This design comes from an exercise in tuning for small area on the open sky130 flow, not from production work. In this exercise RTL edits were held to simulation tests only and were not proved equivalent to the original. Power and IR drop assume default switching activity.

## flow/design.v (module list and top-level ports; edited modules follow where they fit)
// module UNPARKING: 4444 lines
module UNPARKING(clk, rst, LCD_RW, LCD_EN, LCD_RS, LCD_DATA, filas, columnas, count, s, m, l, c);
  // ...
==> flow/run.sh <==
#!/bin/bash
# synth_recipe.tcl (not shown) runs the flow's synth.tcl, then flattens the netlist and writes it again
# the make line also repeats each setting of config.mk as NAME=value (left out here)
make -C /OpenROAD-flow-scripts/flow DESIGN_CONFIG=/design/flow/config.mk WORK_HOME=/design/flow/orfs CLKGATE_MAP_FILE= SYNTH_SCRIPT=/design/flow/synth_recipe.tcl finish
==> flow/config.mk <==
export PLATFORM = sky130hd
export DESIGN_NAME = UNPARKING
export DESIGN_NICKNAME = UNPARKING
export VERILOG_FILES = /design/flow/design.v
export SDC_FILE = /design/flow/constraint.sdc
export NUM_CORES = 4
export LEC_CHECK = 0
export ABC_AREA = 1
export CAP_MARGIN = 20
export CORE_MARGIN = 2
export CORE_UTILIZATION = 60
export CTS_BUF_LIST = sky130_fd_sc_hd__clkbuf_8
export CTS_CLUSTER_DIAMETER = 60
export CTS_CLUSTER_SIZE = 18
export SLEW_MARGIN = 20
==> flow/constraint.sdc <==
create_clock -name core_clock -period 10.0 [get_ports {clk}]
set_input_delay 2.0000 -clock core_clock [delete_from_list [all_inputs] [get_ports {clk}]]
set_output_delay 2.0000 -clock core_clock [all_outputs]
set_load 0.01 [all_outputs]
==> results by group, run 1 <==
Drt
  • DR top layer: met4
  • DRT iter0 DRCs: roughly 1,400

Timing
  • Max Fclk: 202 MHz
  • Hold WS: 327 ps
  • Fin crit share: 0.494
  • Worst clock skew: approximately 53 ps

Critical path
  • Delay-heaviest family, CP: simple AND/OR/NAND/NOR gates
  • Critical path launch point type: input port
  • Reg2reg start: idx_2_
  • Slowest CP cell: nor4_1
  • Reg-to-reg slack, setup: a little over 6000 ps
  • Crit path cell chain: clkdlybuf4s50_1 > or2_2 > ha_1 > or2_2 > nor4_1 > or2_2 > nor2_1 > nand2_1 > nand2_1 > nand2_1 > nand2_1 > a21oi_1 > o21bai_1 > ha_1
  • R2r endpoint: dreg_6_
  • Critical path depth: 14

Global route
  • GRT busiest layer: met2

Power and ir drop
  • Clock Power: 0.718 mW
  • Max VDD drop: between 150 and 200 uV

Cells and area
  • Top cell category: sequential cells
  • Area of the multi-input gates: 5540 um2
  • Commonest cells after routing, fill and taps aside: dfxtp_1, nand2_1, inv_1, nor2_1, o21ai_0

Synthesis
  • Unique masters post-synth: 54
  • Synth Instances: 1,668
  • XOR/XNOR share of the synthesized area: 0.000656
  • Largest family of logic cells by synthesized area: simple AND/OR/NAND/NOR gates
  • Async set-reset flop share out of synthesis: 0
  • Post-Syn Area: 13,300 um2

Status
  • Status: no timing/DRC/antenna violations

Die
  • Die area: between 20,000 and 25,000 um2
  • DIE WIDTH: 153 um

Min path
  • Hold EP: bay_1__pr_19_

Clock network
  • Clk sinks: 337
  • Number of CTS-inserted buffers: 26
==> inputs of run 2 (changes only) <==
--- a/flow/config.mk
+++ b/flow/config.mk
@@ -9,7 +9,7 @@
 export CAP_MARGIN = 20
 export CORE_MARGIN = 2
 export CORE_UTILIZATION = 60
-export CTS_BUF_LIST = sky130_fd_sc_hd__clkbuf_8
+export CTS_BUF_LIST = sky130_fd_sc_hd__clkbuf_8 sky130_fd_sc_hd__clkbuf_16
 export CTS_CLUSTER_DIAMETER = 60
-export CTS_CLUSTER_SIZE = 18
+export CTS_CLUSTER_SIZE = 22
 export SLEW_MARGIN = 20
==> run 2 against run 1 <==
Net effect: count of clock-buffer cells in the layout down 2; combinational power about the same; flip-flop and latch count unchanged.
==> results by group, run 2 <==
Timing
  • Worst setup slack after layout: 4990 ps
  • Slew HR: 0.386
  • Pins Over Slew Limit: 0
  • Setup TNS: 0 ps
  • Final setup fails: 0
  • Fin crit period: 5010 ps
  • Fin crit share: 0.501 (+0.00709)
  • Final Hold Fails: 0
  • Max Fclk: 200 MHz (-1.4%)
  • Actual slew at the worst max-slew pin: 912 ps
  • RSZ-0062 raised after global routing: no
  • Hold WS: 326 ps (-1.10 ps)
  • Worst clock skew: 35.2 ps (-17.4 ps)

Global route
  • Largest net degree at the start of global routing: 24
  • Global-route wire length before repair: 67,100 um
  • GR Util All Layers: 0.364
  • Initial antenna violation count: 1
  • Gr ovfl total: 0
  • Vias in the first global route: around 12,000

Clock network
  • Clk buf depth: 3
  • H-tree Lvls: 1
  • Clock slew at reported path FFs: around 80 ps
  • Hold_buf cts: 0
  • Worst skew pair latency: 550 ps
  • Clk sinks: 337 (unchanged)
  • Root Buffer: clkbuf_16
  • Post_cts resized: 0
  • Number of CTS-inserted buffers: 24 (-7.7%)
  • TritonCTS clock tree: yes
  • Setup bufs post-CTS: 0

Placed design
  • Gpl congestion: 1.06
  • Number of port buffers: 35
  • Post-DP HPWL: ~32,000 um
  • Placed cell count: 1,950
  • DP Area: 13,900 um2
  • Post-Place Setup Slack: between 4000 and 5000 ps

Synthesis
  • Unique masters post-synth: 54 (unchanged)
  • Avg Inst Size Synth: around 8 um2
  • EDFF count, synth: 0
  • Commonest cells in the synthesized netlist: dfxtp_1, nand2_1, inv_1
  • Cell accounting for the most synthesized area: dfxtp_1
  • Synth warn: 1
  • Syn_nets: 1,720
  • FF+latch count, synth: 337
  • Post-synth top flop: dfxtp_1
  • Synth top area cells: dfxtp_1, nand2_1, inv_1
  • Async set-reset flop share out of synthesis: 0 (unchanged)
  • Synth top area share: 0.506
  • Synth Instances: 1,668 (unchanged)
  • Most common cell in the netlist: dfxtp_1
  • Register area share after synthesis: 0.506
  • Post-Syn Area: 13,300 um2 (unchanged)

Drt
  • Vias per inst: 6.18
  • Drt drc: 0
  • DRT iter0 DRCs: 1,514 (+11%)
  • TritonRoute pass-1 iters: 7
  • Per-cell routed wire length: about 22 um
  • Total number of vias: 12,276
  • Post-DRT Antenna Nets: 0
  • Wire length after detailed routing: between 40,000 and 50,000 um

Power and ir drop
  • Reg power frac: 0.544
  • Total Power: 2.82 mW
  • Net Sw Frac: 0.286
  • Leak: around 6.4 nW
  • Max VDD drop: 215 uV (+9.8%)
  • P_int: 2.02 mW
  • Sw Pwr: slightly above 0.8 mW
  • Combinational share of power: 0.106
  • Power per Cell Area: 192 nW/um2
  • Clock power frac: 0.350

Cells and area
  • Commonest cells after routing, fill and taps aside: dfxtp_1, nand2_1, inv_1, nor2_1, o21ai_0
  • Layout area overhead: 10.0%
  • Final Net Count: approximately 1,700
  • Inserted Diodes: 0
  • Fraction of layout cells with a size suffix above 1: 0.0691
  • Utilization after layout: 0.673
  • Finished Layout Cells: approximately 2,000
  • Commonest non-fill, non-tap cell in the layout: dfxtp_1
  • Final instance area: 14,700 um2

Critical path
  • Slowest CP cell: nor4_1
  • Crit Path Max Fanout: 9
  • Worst path required time: 10,430 ps
  • Slowest Stage Delay on Critical Path: 810 ps
  • Crit path cell chain: clkdlybuf4s50_1 > or2_2 > ha_1 > or2_2 > nor4_1 > nand2_1 > o21ai_1 > nor3_1 > nand2_1 > o21ai_0 > ha_1
  • Critical path launch point type: input port
  • Setup CP Type: input port to register
  • Critical Path Sink Type: register
  • Crit path arrival time: 5440 ps

Die
  • Core ar.: 21,800 um2
  • Die Y: 153 um
  • Starting Density: 0.611
  • Cell row count: between 50 and 60
  • DIE WIDTH: 153 um (unchanged)
  • Die area: 23,400 um2 (unchanged)
  • I/O pins: 37

Min path
  • Worst hold path class: register to register

Status
  • Status: no timing/DRC/antenna violations

Job
  • Max cap viols: 0
[run 2: cell counts after synthesis]
Identical to the previous run, type by type.
[run 2: path summary, 6_finish.rpt]
path / startpoint / endpoint / slack, ps / cells past startpoint
worst max-delay path: columnas[3] / bay_2__cr_15_ / 4990 / 11
worst min-delay path: bay_2__pr_9_ / bay_2__pr_12_ / 330 / 0
worst max register to register: idx_2_ / dreg_6_ / 6170 / 16
worst min register to register: bay_2__pr_9_ / bay_2__pr_12_ / 330 / 0
[run 2: final cells by class]
| cell class | instances | area (um2) |
|---|---|---|
| fill | 1721 | 7140 |
| clock inverter | 13 | 168 |
| multi-input combinational | 1061 | 5540 |
| sequential | 337 | 6750 |
| inverter | 230 | 863 |
| tap | 280 | 350 |
| clock buffer | 25 | 614 |
| timing repair buffer | 42 | 403 |
[run 2: kinds of logic (layout without fill, tap and decap cells)]
family          count (synthesis)  count (layout)  synth area share
buf+inv                       270             310            0.0805
flops                         337             337             0.506
other cells                     1               1          0.000281
fa+ha+maj                      38              38            0.0356
simple gates                  704             704             0.236
xor+xnor                        1               1          0.000656
compound gates                317             317             0.141
[run 2: power by group through the flow]
stage | sequential (mW) | clock, mW | combinational, mW
finish | 1.54 | 0.988 | 0.298
global route | 1.54 | 1.04 | 0.330
CTS | 1.53 | 0.987 | 0.289
detailed placement | 1.56 | 0 | 0.283
global placement | 1.55 | 0 | 0.271
floorplan | 1.52 | 0 | 0.219
[run 2: layer usage]
metal	wire length, um	track usage	up-vias
met5	0	0	-
met4	2010	0.151	0
met3	4190	0.0604	155
met2	20000	0.591	824
met1	17200	0.484	5723
li1	-	-	5574
[run 2: critical path: cells and delay by family]
kind,cells,cell delay (ps)
and+or+nand+nor,6,1850
AOI/OAI and AO/OA,2,500
adders and majority gates,2,590
buffers and inverters,1,500
==> inputs of run 3 (changes only) <==
--- a/flow/config.mk
+++ b/flow/config.mk
@@ -9,7 +9,7 @@
 export CAP_MARGIN = 20
 export CORE_MARGIN = 2
 export CORE_UTILIZATION = 60
-export CTS_BUF_LIST = sky130_fd_sc_hd__clkbuf_8 sky130_fd_sc_hd__clkbuf_16
-export CTS_CLUSTER_DIAMETER = 60
-export CTS_CLUSTER_SIZE = 22
+export CTS_BUF_LIST = sky130_fd_sc_hd__clkbuf_16
+export CTS_CLUSTER_DIAMETER = 100
+export CTS_CLUSTER_SIZE = 30
 export SLEW_MARGIN = 20
==> run 3 against run 2 <==
Net effect: hold slack better by 5.4 ps; total power decreased by 11%; area after synthesis did not move; maximum frequency is 1.3% lower; critical path depth is the same; global-route usage is 0.83 points lower; cell area fell by 2.5%; routed wire length shrank 2.5%; count of clock-buffer cells in the layout fell by 10; register-to-register slack got worse by 20 ps; final cell count fell by 1.0%; critical endpoint unchanged; largest cell class unchanged; largest power group unchanged; highest routed layer unchanged.
==> results by group, run 3 <==
Power and ir drop
  • Reg power frac: 0.609 (+0.065)
  • Max VDD drop: 188 uV (-13%)
  • Clock power frac: 0.275 (-0.075)
  • Net Sw Frac: 0.277 (-0.00964)
  • Leak: 6.26 nW (-2.9%)
  • P_int: 1.82 mW (-9.6%)
  • Power per Cell Area: 176 nW/um2 (-8.4%)
  • Sw Pwr: 0.697 mW (-14%)
  • Combinational share of power: 0.116 (+0.010)

Timing
  • Fin crit share: 0.507 (+0.00637)
  • Setup TNS: 0 ps (unchanged)
  • Actual slew at the worst max-slew pin: 966 ps (+53.8 ps)
  • Pins Over Slew Limit: 0 (unchanged)
  • Final setup fails: 0 (unchanged)
  • Final Hold Fails: 0 (unchanged)
  • Worst setup slack after layout: 4930 ps (-63.7 ps)
  • Fin crit period: 5070 ps (+63.7 ps)
  • RSZ-0062 raised after global routing: no
  • Worst clock skew: 34.8 ps (-0.377 ps)
  • Slew HR: 0.350 (-0.0362)
  • Max Fclk: 197 MHz (-1.3%)

Critical path
  • Setup CP Type: input port to register
  • Slowest CP cell: nor4_1
  • Crit path arrival time: 5480 ps (+40 ps)
  • Slowest Stage Delay on Critical Path: 850 ps (+40 ps)
  • Crit path cell chain: clkdlybuf4s50_1 > or2_2 > ha_1 > or2_2 > nor4_1 > nand2_1 > o21ai_1 > nor3_1 > nand2_1 > o21ai_0 > ha_1
  • CP startpoint: columnas[3]
  • Critical Path Sink Type: register
  • Reg2reg start: idx_2_
  • Worst path required time: 10,410 ps (-20 ps)
  • Critical path launch point type: input port
  • Crit Path Max Fanout: 9 (unchanged)

Global route
  • Initial antenna violation count: 0 (-1)
  • GR Util All Layers: 0.356 (-0.00832)
  • Largest net degree at the start of global routing: 31 (+29%)
  • Global-route wire length before repair: 65,600 um (-2.3%)
  • Gr ovfl total: 0 (unchanged)
  • Vias in the first global route: 11,456 (-2.3%)

Synthesis
  • Synth warn: 1 (unchanged)
  • Commonest cells in the synthesized netlist: dfxtp_1, nand2_1, inv_1
  • Most common cell in the netlist: dfxtp_1
  • Unique masters post-synth: 54 (unchanged)
  • Syn_nets: 1,720 (unchanged)
  • Register area share after synthesis: 0.506 (unchanged)
  • FF+latch count, synth: 337 (unchanged)
  • Cell accounting for the most synthesized area: dfxtp_1
  • Synth Instances: 1,668 (unchanged)
  • Synth top area share: 0.506 (unchanged)
  • Synth top area cells: dfxtp_1, nand2_1, inv_1
  • Post-Syn Area: 13,300 um2 (unchanged)
  • Async set-reset flop share out of synthesis: 0 (unchanged)
  • EDFF count, synth: 0 (unchanged)
  • Post-synth top flop: dfxtp_1
  • Avg Inst Size Synth: 8.00 um2 (unchanged)

Min path
  • Worst hold path class: register to register
  • Worst hold start: bay_1__pr_17_

Clock network
  • Root Buffer: clkbuf_16
  • Clock slew at reported path FFs: 120 ps (+40 ps)
  • TritonCTS clock tree: yes
  • Worst skew pair latency: 520 ps (-30 ps)
  • Number of CTS-inserted buffers: 15 (-38%)
  • Clk sinks: 337 (unchanged)
  • H-tree Lvls: 1 (unchanged)
  • Clk buf depth: 3 (unchanged)
  • Hold_buf cts: 0 (unchanged)
  • Setup bufs post-CTS: 0 (unchanged)
  • Post_cts resized: 0 (unchanged)

Placed design
  • Post-Place Setup Slack: 4560 ps (unchanged)
  • Post-DP HPWL: 31,600 um (unchanged)
  • DP Area: 13,900 um2 (unchanged)
  • Number of port buffers: 35 (unchanged)
  • Placed cell count: 1,950 (unchanged)
  • Gpl congestion: 1.06 (unchanged)

Drt
  • Post-DRT Antenna Nets: 0 (unchanged)
  • Wire length after detailed routing: 42,300 um (-2.5%)
  • Vias per inst: 6.14 (-0.58%)
  • Per-cell routed wire length: 21.5 um (-1.5%)
  • DRT iter0 DRCs: 1,467 (-3.1%)
  • Total number of vias: 12,082 (-1.6%)
  • TritonRoute pass-1 iters: 5 (-2)
  • Drt drc: 0 (unchanged)

Die
  • DIE WIDTH: 153 um (unchanged)
  • Die area: 23,400 um2 (unchanged)
  • I/O pins: 37 (unchanged)
  • Cell row count: 54 (unchanged)
  • Core ar.: 21,800 um2 (unchanged)
  • Die Y: 153 um (unchanged)
  • Starting Density: 0.611 (unchanged)

Cells and area
  • Filler instances: 1,789 (+4.0%)
  • Finished Layout Cells: 1,968 (-1.0%)
  • Final instance area: 14,300 um2 (-2.5%)
  • Layout area overhead: 7.22%
  • Inserted Diodes: 0 (unchanged)
  • Commonest non-fill, non-tap cell in the layout: dfxtp_1
  • Commonest cells after routing, fill and taps aside: dfxtp_1, nand2_1, inv_1, nor2_1, o21ai_0
  • Fraction of layout cells with a size suffix above 1: 0.0586 (-0.0104)
  • Final Net Count: 1,739 (-0.51%)

Status
  • Status: no timing/DRC/antenna violations

Job
  • Max cap viols: 0 (unchanged)
[run 3: cell counts after synthesis]
No cell type changed its count.
[run 3: worst paths after layout]
check                   to  slack [ps]  cells after the start
max reg2reg        dreg_6_        6150                     16
max          bay_2__cr_15_        4930                     11
min          bay_1__pr_20_         330                      0
min reg2reg  bay_1__pr_20_         330                      0
[run 3: cells by family after synthesis]
kind of cell               after synthesis  synth area share
and+or+nand+nor                        704             0.236
other                                    1          0.000281
adders and majority gates               38            0.0356
DFF                                    337             0.506
AOI/OAI and AO/OA                      317             0.141
buffers and inverters                  270            0.0805
xor gates and xnor gates                 1          0.000656
[run 3: through the flow]
stage / hold WS [ps] / power [mW] / util
after floorplan: 310 / 1.73 / -
after global placement: 310 / 1.82 / 0.637
after detailed placement: 312 / 1.84 / 0.637
after CTS: 334 / 2.51 / 0.655
after global routing: 334 / 2.60 / 0.656
final: 331 / 2.52 / 0.656
[run 3: worst max-delay path: cells and delay by family]
kind                       cells  cell delay (ps)
adders and majority gates      2              580
buffers and inverters          1              500
and+or+nand+nor                6             1890
AOI/OAI and AO/OA              2              510
[run 3: layout make-up]
cell class / count / area (um2) / share of cell area
Sequential cell: 337 / 6750 / 0.472
Multi-Input combinational cell: 1061 / 5540 / 0.387
Clock inverter: 3 / 33.8 / 0.00236
Timing Repair Buffer: 42 / 403 / 0.0282
Inverter: 230 / 863 / 0.0603
Clock buffer: 15 / 375 / 0.0262
Tap cell: 280 / 350 / 0.0245
[run 3: per-layer routing]
metal,track usage,share of wire,up-vias,routed length [um]
met4,0.128,0.040,0,1700
met1,0.479,0.41,5690,17300
met5,0,0,-,0
li1,-,-,5539,-
met2,0.582,0.46,735,19400
met3,0.0556,0.092,118,3910
[run 3: power by group through the flow]
stage          Clock, mW  Combinational (mW)  Sequential [mW]
3_3_place_gp           0               0.271             1.55
6_report           0.692               0.293             1.53
2_1_floorplan          0               0.219             1.52
4_1_cts            0.692               0.285             1.53
5_1_grt            0.735               0.327             1.54
3_5_place_dp           0               0.283             1.56

[afterwards: timing with drivers on the ports]
The flow's constraints put no driver on any port. The routed layouts listed below were extracted and timed again, unchanged, in two steps. Step 1 assumes that a clkbuf_16 drives the clock port and a buf_2 every other input. Step 2 moves the port delays by t, midway between the first and last clock arrival at a register: inputs arrive t later, outputs are due t later. That takes back most of the time a late clock gives input paths. Three values: ideal, step 1, step 2; two values: the first two.
| run | shift t [ns] | setup WS [ns] | worst setup path after step 2 | slew at the worst register clock pin (ns) | worst slew at a driven data input, ns |
|---|---|---|---|---|---|
| run 1 | 0.617 | 5.060 / 5.084 / 4.467 | input to register | 0.11 / 0.11 | 0.04 |
| run 2 | 0.579 | 4.989 / 5.017 / 4.438 | input to register | 0.09 / 0.09 | 0.04 |
| run 3 | 0.556 | 4.925 / 4.958 / 4.402 | input to register | 0.12 / 0.12 | 0.04 |
After both steps every run listed still meets setup and hold. The setup slack of run 1, which loses most, moves by +0.024 ns with the drivers and by -0.593 ns with both steps.
